Context: an optimization exercise on an open-source flow, tuned for small area. The choices shown serve that exercise and are no tape-out recipe. The RTL was checked by simulation tests, not by an equivalence proof against the original design. Power is estimated from default activity; no workload was simulated. No driver is modelled on the clock port, so clocking that relies on it looks cheaper here than on a real chip.

## old
==> flow/design.v <==
module crc_10(
  input  [47:0] data_in,
  output [3:0]  crc_out);
  assign crc_out[0] =   ^(data_in & 48'h46b7d98b821f);
  assign crc_out[1] = ~(^(data_in & 48'hcbd86a9c8621));
  assign crc_out[2] =   ^(data_in & 48'h97b0d5390c42);
  assign crc_out[3] =   ^(data_in & 48'h2f61aa721884);
endmodule
module mac_table_ram (
    input  wire        clk,
    input  wire        rst_n,
    input  wire [3:0]  idx,        
    input  wire [47:0] mac,        
    input  wire [2:0]  port,       
    input  wire        we_nx,      
    input  wire        keep_v,     
    input  wire        flag_we,    
    input  wire        port_cap,   
    output wire        rd_valid,   
    output reg  [2:0]  rd_port,    
    input  wire        age,        
    input  wire [3:0]  age_addr
);
localparam W = 47;   
wire [43:0] key = {mac[47:8], mac[4], mac[2:0]};
wire [3:0]  ext = {mac[7], mac[6], mac[5], mac[3]};
reg  [16*W-1:0] ring;
reg  [3:0]      pos;
reg  [3:0]      ext15;
reg  [15:0]     valid;
reg  [15:0]     seen;
reg  [3:0]      wr;          
reg  [3:0]      hold;        
wire [3:0] slot    = pos - idx;
wire [3:0] slot_nx = slot + 4'd1;
wire [3:0] wr_nx   = {4{we_nx && slot_nx[1:0] == 2'd0}} & (4'd1 << slot_nx[3:2]);
always @(posedge clk or negedge rst_n) begin
    if (!rst_n) begin
        pos  <= 4'd0;
        wr   <= 4'd0;
        hold <= 4'hf;
    end else begin
        pos  <= pos + 4'd1;
        wr   <= wr_nx;
        hold <= ~wr_nx;
    end
end
wire [43:0] cur = ({44{wr[0]}} & ring[ 0*W +: 44]) | ({44{wr[1]}} & ring[ 4*W +: 44]) |
                  ({44{wr[2]}} & ring[ 8*W +: 44]) | ({44{wr[3]}} & ring[12*W +: 44]);
wire match = (cur == key) && (idx != 4'd15 || ext15 == ext);
wire [3:0] wr_port = wr & {4{!(keep_v && match)}};
wire [3:0] hold_port = hold | (wr & {4{keep_v && match}});
integer x;
always @(posedge clk) begin
    for (x = 0; x < 16; x = x + 1) begin
        if (x % 4 == 0) begin
            ring[((x + 1) % 16)*W +: 44] <= ({44{wr[x / 4]}} & key) |
                                            ({44{hold[x / 4]}} & ring[x*W +: 44]);
            ring[((x + 1) % 16)*W + 44 +: 3] <= ({3{wr_port[x / 4]}} & port) |
                                                ({3{hold_port[x / 4]}} & ring[x*W + 44 +: 3]);
        end
        else
            ring[((x + 1) % 16)*W +: W] <= ring[x*W +: W];
    end
    if (|wr && idx == 4'd15)
        ext15 <= ext;
end
reg [2:0] slot_port;
always @(*) begin
    slot_port = 3'd0;
    for (x = 0; x < 16; x = x + 1)
        if (slot == x)
            slot_port = ring[x*W + 44 +: 3];
end
always @(posedge clk)
    if (port_cap)
        rd_port <= slot_port;
wire [15:0] sel  = 16'd1 << idx;
wire [15:0] asel = 16'd1 << age_addr;
always @(posedge clk or negedge rst_n) begin
    if (!rst_n) begin
        valid <= 16'd0;
        seen  <= 16'd0;
    end else begin
        for (x = 0; x < 16; x = x + 1) begin
            if (flag_we && sel[x]) begin
                valid[x] <= 1'b1;
                seen[x]  <= 1'b1;
            end else if (age && asel[x]) begin
                valid[x] <= seen[x];
                seen[x]  <= 1'b0;
            end
        end
    end
end
assign rd_valid = valid[idx];
endmodule
module mac_addr#(
    parameter OLD_TIME = 16'd1500,
    parameter AW = 4, 
    parameter TABLE_END = 10'd1 << AW 
)
(
    input wire sys_clk,
    input wire sys_rst_n,
    input wire mac_addr_en,
    input wire [47:0] D_mac,
    input wire [47:0] S_mac,
    input wire [2:0] S_port_num,
    output wire [2:0] D_port_num,
    output wire D_port_num_en,
    output wire flooding
);
localparam [3:0] IDLE = 4'd0, HASH = 4'd1, S1 = 4'd2, S2 = 4'd3, S3 = 4'd4,
                 FLOOD = 4'd5, W1 = 4'd6, W2 = 4'd7, W3 = 4'd8, W4 = 4'd9;
reg [3:0] st;
reg [3:0] st_nx;
reg       vsnap;         
reg       skip_q;        
wire bcast = &D_mac;
always @(*) begin
    case (st)
        IDLE:    st_nx = mac_addr_en ? (bcast ? FLOOD : HASH) : IDLE;
        S3:      st_nx = vsnap ? W1 : FLOOD;
        W4:      st_nx = IDLE;
        default: st_nx = st + 4'd1;
    endcase
end
always @(posedge sys_clk or negedge sys_rst_n) begin
    if (!sys_rst_n)
        st <= IDLE;
    else
        st <= st_nx;
end
assign flooding      = (st == FLOOD);
assign D_port_num_en = (st == S3) && vsnap;
wire        dphase = (st == HASH) || (st == S1);
wire [3:0]  h;
crc_10 crc_10_inst(
    .data_in (dphase ? D_mac : S_mac),
    .crc_out (h)
);
wire [3:0] idx = (!dphase && bcast) ? 4'd15 : h;
reg  [1:0] sub;
reg  [9:0] grp;
wire [9:0] grp_inc = grp + 10'd1;
always @(posedge sys_clk or negedge sys_rst_n) begin
    if (!sys_rst_n) begin
        sub <= 2'd0;
        grp <= 10'd508;
    end else if (sub == 2'd2) begin
        sub <= 2'd0;
        grp <= (grp == 10'd1023) ? 10'd508 : grp_inc;
    end else
        sub <= sub + 2'd1;
end
wire age = (&grp[9:4]) && (sub == 2'd2);
wire [9:0] grp_inc2 = grp + 10'd2;
wire skip_nx = (sub == 2'd0 && (&grp_inc[9:4]) && grp_inc[3:0] == idx) ||
               (sub == 2'd2 && (&grp_inc2[9:4]) && grp_inc2[3:0] == idx);
wire nx_w1 = (st == S3 && vsnap) || (st == FLOOD);
wire nx_w  = nx_w1 || (st == W1) || (st == W2) || (st == W3);
wire rd_valid;
always @(posedge sys_clk or negedge sys_rst_n) begin
    if (!sys_rst_n) begin
        vsnap  <= 1'b0;
        skip_q <= 1'b0;
    end else begin
        if (st == S1 || st == W1)
            vsnap <= rd_valid;
        if (nx_w1)
            skip_q <= skip_nx;
    end
end
mac_table_ram mac_table_ram_inst (
    .clk      (sys_clk),
    .rst_n    (sys_rst_n),
    .idx      (idx),
    .mac      (S_mac),
    .port     (S_port_num),
    .we_nx    (nx_w && !(nx_w1 ? skip_nx : skip_q)),
    .keep_v   ((st == W1) ? rd_valid : vsnap),
    .flag_we  ((st == W4) && !skip_q),
    .port_cap (st == S1),
    .rd_valid (rd_valid),
    .rd_port  (D_port_num),
    .age      (age),
    .age_addr (grp[3:0])
);
endmodule
==> flow/config.mk <==
export PLATFORM = sky130hd
export DESIGN_NAME = mac_addr
export DESIGN_NICKNAME = mac_addr
export VERILOG_FILES = /design/flow/design.v
export SDC_FILE = /design/flow/constraint.sdc
export NUM_CORES = 4
export LEC_CHECK = 0
export CAP_MARGIN = 20
export CORE_MARGIN = 2
export CORE_UTILIZATION = 50
export SLEW_MARGIN = 20
==> flow/constraint.sdc <==
create_clock -name core_clock -period 10.0 [get_ports {sys_clk}]
set_input_delay 2.0000 -clock core_clock [delete_from_list [all_inputs] [get_ports {sys_clk}]]
set_output_delay 2.0000 -clock core_clock [all_outputs]
set_load 0.01 [all_outputs]
standard.sh (not shown) runs the stock make flow with config.mk's settings and CLKGATE_MAP_FILE= SYNTH_SCRIPT=/design/flow/synth_recipe.tcl, a recipe that flattens the netlist after the stock synthesis.
==> flow/flow/run.sh <==
#!/bin/bash
# The standard layout (standard.sh: the standard flow's synthesis and ORFS flow) with two
# changes: the port buffers are the smallest buffer (buf_1), and clock tree
# synthesis uses larger sink clusters and no dummy loads.
set -e
export BUFFER_PORTS_ARGS="-buffer_cell sky130_fd_sc_hd__buf_1"
export CTS_ARGS="-sink_clustering_enable -repair_clock_nets -sink_clustering_size 30 -sink_clustering_max_diameter 100 -buf_list sky130_fd_sc_hd__clkbuf_16 -dont_use_dummy_load"
bash standard.sh > standard.log 2>&1
Modified inputs, new compared to old
--- a/flow/design.v
+++ b/flow/design.v
@@ -45,20 +45,16 @@
         hold <= ~wr_nx;
     end
 end
-wire [43:0] cur = ({44{wr[0]}} & ring[ 0*W +: 44]) | ({44{wr[1]}} & ring[ 4*W +: 44]) |
-                  ({44{wr[2]}} & ring[ 8*W +: 44]) | ({44{wr[3]}} & ring[12*W +: 44]);
-wire match = (cur == key) && (idx != 4'd15 || ext15 == ext);
-wire [3:0] wr_port = wr & {4{!(keep_v && match)}};
-wire [3:0] hold_port = hold | (wr & {4{keep_v && match}});
+wire [W-1:0] cur = ({W{wr[0]}} & ring[ 0*W +: W]) | ({W{wr[1]}} & ring[ 4*W +: W]) |
+                   ({W{wr[2]}} & ring[ 8*W +: W]) | ({W{wr[3]}} & ring[12*W +: W]);
+wire match = (cur[43:0] == key) && (idx != 4'd15 || ext15 == ext);
+wire [2:0] new_port = (keep_v && match) ? cur[46:44] : port;
 integer x;
 always @(posedge clk) begin
     for (x = 0; x < 16; x = x + 1) begin
-        if (x % 4 == 0) begin
-            ring[((x + 1) % 16)*W +: 44] <= ({44{wr[x / 4]}} & key) |
-                                            ({44{hold[x / 4]}} & ring[x*W +: 44]);
-            ring[((x + 1) % 16)*W + 44 +: 3] <= ({3{wr_port[x / 4]}} & port) |
-                                                ({3{hold_port[x / 4]}} & ring[x*W + 44 +: 3]);
-        end
+        if (x % 4 == 0)
+            ring[((x + 1) % 16)*W +: W] <= ({W{wr[x / 4]}} & {new_port, key}) |
+                                           ({W{hold[x / 4]}} & ring[x*W +: W]);
         else
             ring[((x + 1) % 16)*W +: W] <= ring[x*W +: W];
     end
Findings:
Sort new and old by total number of cells along the worst setup path, descending, and new comes first. Of new and old, it is new that has the higher fraction of met3 tracks used by global routing. Global placer's final weighted congestion (new vs. old) increases slightly. Of the two values seen for library cell contributing the largest single delay on the critical path, sky130_fd_sc_hd__fa_1 was produced by old and sky130_fd_sc_hd__xnor2_1 by new. Worst setup slack: new and old compared, higher one is old. Looking at worst clock skew across both flows, new is the stronger of the two, with old trailing. For the overall power consumption, new came in 7.0% higher than old did.

[port drivers added, routing unchanged]
No port has a modelled driver above. Below, the same layouts with a new extraction and two added sets of constraints.
Step 1 assumes that a clkbuf_16 drives the clock port and a buf_2 every other input.
Step 2 times the ports against the registers' clock, not the clock port: input delays grow and output delays shrink by t, the midpoint of the rising clock arrivals with the driver on.
Slacks: ideal / step 1 / step 2; pairs: ideal / step 1.
run	t (ns)	slack for setup (ns)	worst hold slack (ns)	worst slew at a driven data input, ns
old	0.664	3.651 / 3.671 / 3.007	0.278 / 0.278 / 0.278	0.10
new	0.668	3.288 / 3.319 / 2.651	0.294 / 0.294 / 0.294	0.09
After both steps setup and hold are still met in every run listed. For old, which loses most, drivers alone change the setup slack by +0.020 ns; drivers and shift together by -0.644 ns.
